This is an optimization exercise on Yosys and OpenROAD, whose aim is small area, a short achievable clock period and few clock cycles, not a production implementation. Where RTL was checked, it was by simulation tests only, not by an equivalence proof against the original. The clock input has no modelled driver; a real chip could not lean on it and would need a root buffer or a full tree. Power and IR drop assume default switching activity.

== v23 ==
==> module linear_layer_with_mem, before the edit <==
module linear_layer_with_mem #(
    parameter DATA_WIDTH    = 8,
    parameter W_WIDTH       = 8,
    parameter ACC_WIDTH     = 32,
    parameter ADDR_WIDTH    = 8,
    parameter DATABUS_WIDTH = 32,
    parameter N = 8,
    parameter M = 8
)(
    input  wire clk,
    input  wire rst,
    input  wire start,
    input  wire [ADDR_WIDTH-1:0] activ_base,
    input  wire [ADDR_WIDTH-1:0] weight_base,
    input  wire [ADDR_WIDTH-1:0] bias_base,
    input  wire [ADDR_WIDTH-1:0] output_base,
    output reg mem_w,
    output reg mem_sel,
    output reg done,
    output reg out_valid,
    output wire [ADDR_WIDTH-1:0]    address_bus,
    input  wire [DATABUS_WIDTH-1:0] data_bus_in,
    output wire [DATABUS_WIDTH-1:0] data_bus_out,
    input  wire                     ready
);
    localparam PH_IDLE = 3'b100, PH_ACT = 3'b000, PH_BIAS = 3'b001,
               PH_WGT = 3'b010, PH_OUT = 3'b011, PH_DONE = 3'b111;
    reg [2:0] phase;
    reg [2:0] i, j;        
    reg [1:0] k;           
    reg       busy;        
    reg       rdy_q, rdy_qq;    
    reg [7:0]  act [0:7];
    reg [6:0]  wq;         
    reg [15:0] bl;         
    reg        pneg;       
    reg        psgn;       
    reg [31:0] r;
    reg [7:0]  address;
    assign address_bus  = address;
    assign data_bus_out = r;
    wire xfer = mem_sel & ready;
    wire [7:0] a = act[0];
    wire [9:0] ax = {{2{a[7]}}, a};
    wire [1:0] w = data_bus_in[1:0];
    reg  [9:0] ppx0;
    always @* begin
        case (w)
            2'd0: ppx0 = 10'd0;
            2'd1: ppx0 = ax;
            2'd2: ppx0 = ~{ax[8:0], 1'b0};
            default: ppx0 = ~ax;
        endcase
    end
    wire [2:0] trip = wq[2:0];
    wire s_neg = trip[2] & ~(trip[1] & trip[0]);
    wire s_one = trip[1] ^ trip[0];
    wire s_two = (trip[2] & ~trip[1] & ~trip[0]) | (~trip[2] & trip[1] & trip[0]);
    wire [9:0] ppx = (({10{s_one}} & ax) | ({10{s_two}} & {ax[8:0], 1'b0})) ^ {10{s_neg}};
    reg  [15:0] bsh;
    always @* begin
        case (k)
            2'd0: bsh = {{4{ppx[9]}}, ppx, {2{s_neg}}};
            2'd1: bsh = {{2{ppx[9]}}, ppx, {4{s_neg}}};
            default: bsh = {ppx, {6{s_neg}}};
        endcase
    end
    wire new_w = xfer & (phase == PH_WGT);
    wire [15:0] bl_n   = new_w ? {{6{ppx0[9]}}, ppx0} : busy ? bsh : 16'd0;
    wire        pneg_n = new_w ? w[1] : busy & s_neg;
    wire        psgn_n = new_w ? ppx0[9] : busy & ppx[9];
    wire [15:0] lsum;
    wire        c16;
    llwm_add16 u_add (.a(r[15:0]), .b(bl), .ci(pneg), .s(lsum), .co(c16));
    wire [15:0] hpm;
    llwm_hi u_hi (.h(r[31:16]), .sgn(psgn), .o(hpm));
    wire [31:0] sum = {r[31:16] ^ (hpm & {16{c16 ^ psgn}}), lsum};
    reg [7:0] nbase;
    always @* begin
        case (phase[1:0])
            2'd0: nbase = activ_base;
            2'd1: nbase = bias_base;
            2'd2: nbase = weight_base;
            default: nbase = output_base;
        endcase
    end
    wire [5:0] off  = {i & {3{phase[1] & ~phase[0]}}, j | (i & {3{phase[0]}})};
    wire [5:0] offg = off & {6{rdy_qq}};
    wire [7:0] addr_n = (phase[2] | rdy_q) ? nbase : address + {2'd0, offg};
    always @(posedge clk or posedge rst) begin
        if (rst) begin
            phase <= PH_IDLE;
            i <= 0; j <= 0; k <= 0;
            busy <= 0; rdy_q <= 0; rdy_qq <= 0;
            mem_sel <= 0; mem_w <= 0;
            done <= 0; out_valid <= 0;
        end else begin
            rdy_q <= xfer;
            rdy_qq <= rdy_q;
            out_valid <= mem_w & (xfer | rdy_q);
            mem_w <= (phase == PH_OUT);
            if (busy) begin
                k <= (k == 2'd2) ? 2'd0 : k + 2'd1;
                if (k == 2'd2) busy <= 0;
            end
            if (xfer && phase == PH_WGT) busy <= 1;
            if (xfer && phase == PH_OUT && i == 3'd7) done <= 1;
            if (phase == PH_IDLE)
                mem_sel <= start;
            else if (phase != PH_DONE && !done)
                mem_sel <= ~xfer;
            else
                mem_sel <= 0;
            case (phase)
                PH_IDLE: if (start) phase <= PH_ACT;
                PH_DONE: ;
                default: if (xfer) begin
                    case (phase)
                        PH_ACT: begin
                            j <= j + 3'd1;
                            if (j == 3'd7) phase <= PH_BIAS;
                        end
                        PH_BIAS: phase <= PH_WGT;
                        PH_WGT: begin
                            j <= j + 3'd1;
                            if (j == 3'd7) phase <= PH_OUT;
                        end
                        default: begin
                            i <= i + 3'd1;
                            phase <= (i == 3'd7) ? PH_DONE : PH_BIAS;
                        end
                    endcase
                end
            endcase
        end
    end
    wire rot = busy & (k == 2'd2);
    wire act_ph = (phase == PH_ACT);
    integer n;
    always @(posedge clk) begin
        address <= addr_n;
        wq <= busy ? {2'b00, wq[6:2]} : data_bus_in[7:1];
        bl <= bl_n;
        pneg <= pneg_n;
        psgn <= psgn_n;
        if (act_ph)
            act[7] <= data_bus_in[7:0];
        else if (rot)
            act[7] <= act[0];
        if ((act_ph && rdy_q) || rot)
            for (n = 0; n < 7; n = n + 1) act[n] <= act[n+1];
        r <= (phase == PH_BIAS) ? data_bus_in : sum;
    end
endmodule
clock: 11.0 ns
lec_check: 0
abc_area: 1
cap_margin: 20
core_margin: 2
core_utilization: 65
slew_margin: 20
standard.sh (not shown) runs the stock make flow with config.mk's settings and CLKGATE_MAP_FILE= SYNTH_SCRIPT=/design/flow/synth_recipe.tcl, a recipe that flattens the netlist after the stock synthesis.
==> flow/flow/run.sh <==
#!/bin/bash
# Own layout flow: the standard ORFS flow (standard.sh; the synthesis is
# the standard one, run first on its own), with
#  - the make settings listed in flow/knobs.txt (one per line, @WORK@ stands
#    for the work folder): small port buffers and timing repair aimed past the
#    clock period;
#  - the clock tree built by flow/mycts.tcl instead of TritonCTS: the clock
#    port drives a few root cells, each driving some of the leaf cells, each
#    leaf driving the flip-flops of one region; every flip-flop has the same
#    cells on its clock path (two inverters: the clock keeps its polarity).
#    Only that call in a copy of ORFS's cts.tcl is changed.
# Each tool's full output goes to its ORFS log under orfs/logs/; make's own
# output goes to flow_make_*.log in the work folder.
set -euo pipefail
args=()
while IFS= read -r line; do
  [[ -z "$line" || "$line" == \#* ]] && continue
  args+=("${line//@WORK@/$PWD}")
done < flow/knobs.txt
bash standard.sh "${args[@]}" synth > flow_make_synth.log 2>&1
rm -rf myscripts
cp -r "$FLOW_HOME/scripts" myscripts
python3 - <<'PY'
p = 'myscripts/cts.tcl'
s = open(p).read()
old = 'log_cmd clock_tree_synthesis {*}$cts_args'
assert s.count(old) == 1
s = s.replace(old, 'source $::env(MYCTS_TCL)\nmy_cts_auto')
open(p, 'w').write(s)
PY
bash standard.sh "${args[@]}" "SCRIPTS_DIR=$PWD/myscripts" "MYCTS_TCL=$PWD/flow/mycts.tcl" finish > flow_make_finish.log 2>&1
# every port keeps its own buffer
FINAL_ODB=orfs/results/$FLOW_PLATFORM/linear_layer_with_mem/base/6_final.odb openroad -no_init -exit flow/check_ports.tcl > flow_check_ports.log 2>&1
Other scripts of this flow, unchanged in this note and not shown: flow/flow/check_ports.tcl, flow/flow/knobs.txt, flow/flow/mycts.tcl
Setup changes, v23 to v35
--- a/flow/design.v
+++ b/flow/design.v
@@ -30,5 +30,6 @@
     reg [1:0] k;           
     reg       busy;        
-    reg       rdy_q, rdy_qq;    
+    reg       rdy_q, rdy_qq, rdy_q3;   
+    reg       ov1;
     reg [7:0]  act [0:7];
     reg [6:0]  wq;         
@@ -86,17 +87,19 @@
     end
     wire [5:0] off  = {i & {3{phase[1] & ~phase[0]}}, j | (i & {3{phase[0]}})};
-    wire [5:0] offg = off & {6{rdy_qq}};
-    wire [7:0] addr_n = (phase[2] | rdy_q) ? nbase : address + {2'd0, offg};
+    wire [5:0] offg = off & {6{rdy_q3}};
+    wire [7:0] addr_n = (phase[2] | rdy_qq) ? nbase : address + {2'd0, offg};
     always @(posedge clk or posedge rst) begin
         if (rst) begin
             phase <= PH_IDLE;
             i <= 0; j <= 0; k <= 0;
-            busy <= 0; rdy_q <= 0; rdy_qq <= 0;
+            busy <= 0; rdy_q <= 0; rdy_qq <= 0; rdy_q3 <= 0;
             mem_sel <= 0; mem_w <= 0;
-            done <= 0; out_valid <= 0;
+            done <= 0; out_valid <= 0; ov1 <= 0;
         end else begin
             rdy_q <= xfer;
             rdy_qq <= rdy_q;
-            out_valid <= mem_w & (xfer | rdy_q);
+            rdy_q3 <= rdy_qq;
+            ov1 <= xfer & mem_w;
+            out_valid <= (xfer & mem_w) | ov1;
             mem_w <= (phase == PH_OUT);
             if (busy) begin
@@ -115,5 +118,5 @@
                 PH_IDLE: if (start) phase <= PH_ACT;
                 PH_DONE: ;
-                default: if (xfer) begin
+                default: if (rdy_q) begin
                     case (phase)
                         PH_ACT: begin
@@ -137,4 +140,5 @@
     wire rot = busy & (k == 2'd2);
     wire act_ph = (phase == PH_ACT);
+    wire act_last = rdy_q & (j == 3'd7);
     integer n;
     always @(posedge clk) begin
@@ -144,11 +148,11 @@
         pneg <= pneg_n;
         psgn <= psgn_n;
-        if (act_ph)
+        if (act_ph && !act_last)
             act[7] <= data_bus_in[7:0];
         else if (rot)
             act[7] <= act[0];
-        if ((act_ph && rdy_q) || rot)
+        if ((act_ph && rdy_q && !act_last) || rot)
             for (n = 0; n < 7; n = n + 1) act[n] <= act[n+1];
-        r <= (phase == PH_BIAS) ? data_bus_in : sum;
+        r <= (phase == PH_BIAS && !rdy_q) ? data_bus_in : sum;
     end
 endmodule
In the flow results for v23 and v35, the flop and latch count out of synthesis is smaller on v23. | setup slack | higher: v35 |. [compare] base=v23 new=v35: total number of cells along the worst setup path now smaller; detailed-route wire length now smaller; summed area of non-filler cells in the final layout now smaller. Comparing v23 against v35, there is no change at all in floorplan row count. Clock period minus worst slack (lower): v35. Number of DRC violations after detailed routing came out exactly the same in v23 and v35. Compared with v23, v35 is the more power-hungry design.
Testbench counts of v35, summed over its fixed seeds: cycles 84,288.
Only the layout flow was run in v23; the RTL was not checked for function there. No run of this note takes its clock network from TritonCTS; it comes from the design's own scripts or RTL.

## afterwards: timing with drivers on the ports
The results above use ideal ports. As a check the final layouts listed here were re-extracted and re-timed, cells and wires unchanged.
Step 1, drivers: a clkbuf_16 drives clk and a buf_2 each remaining input, both assumed.
Step 2 times the ports against the registers' clock, not the clock port: input delays grow and output delays shrink by t, the midpoint of the rising clock arrivals with the driver on.
a / b / c = ideal ports / drivers / drivers and shift; a / b = the first two.
run	shift t [ns]	setup slack, ns	latest minus earliest clock arrival (ns)
v23	0.285	8.057 / 7.932 / 7.867	0.028 / 0.028
v35	0.286	8.094 / 7.944 / 7.940	0.019 / 0.020
After both steps every run listed still meets setup and hold. The setup slack of v23, which loses most, moves by -0.125 ns with the drivers and by -0.190 ns with both steps.
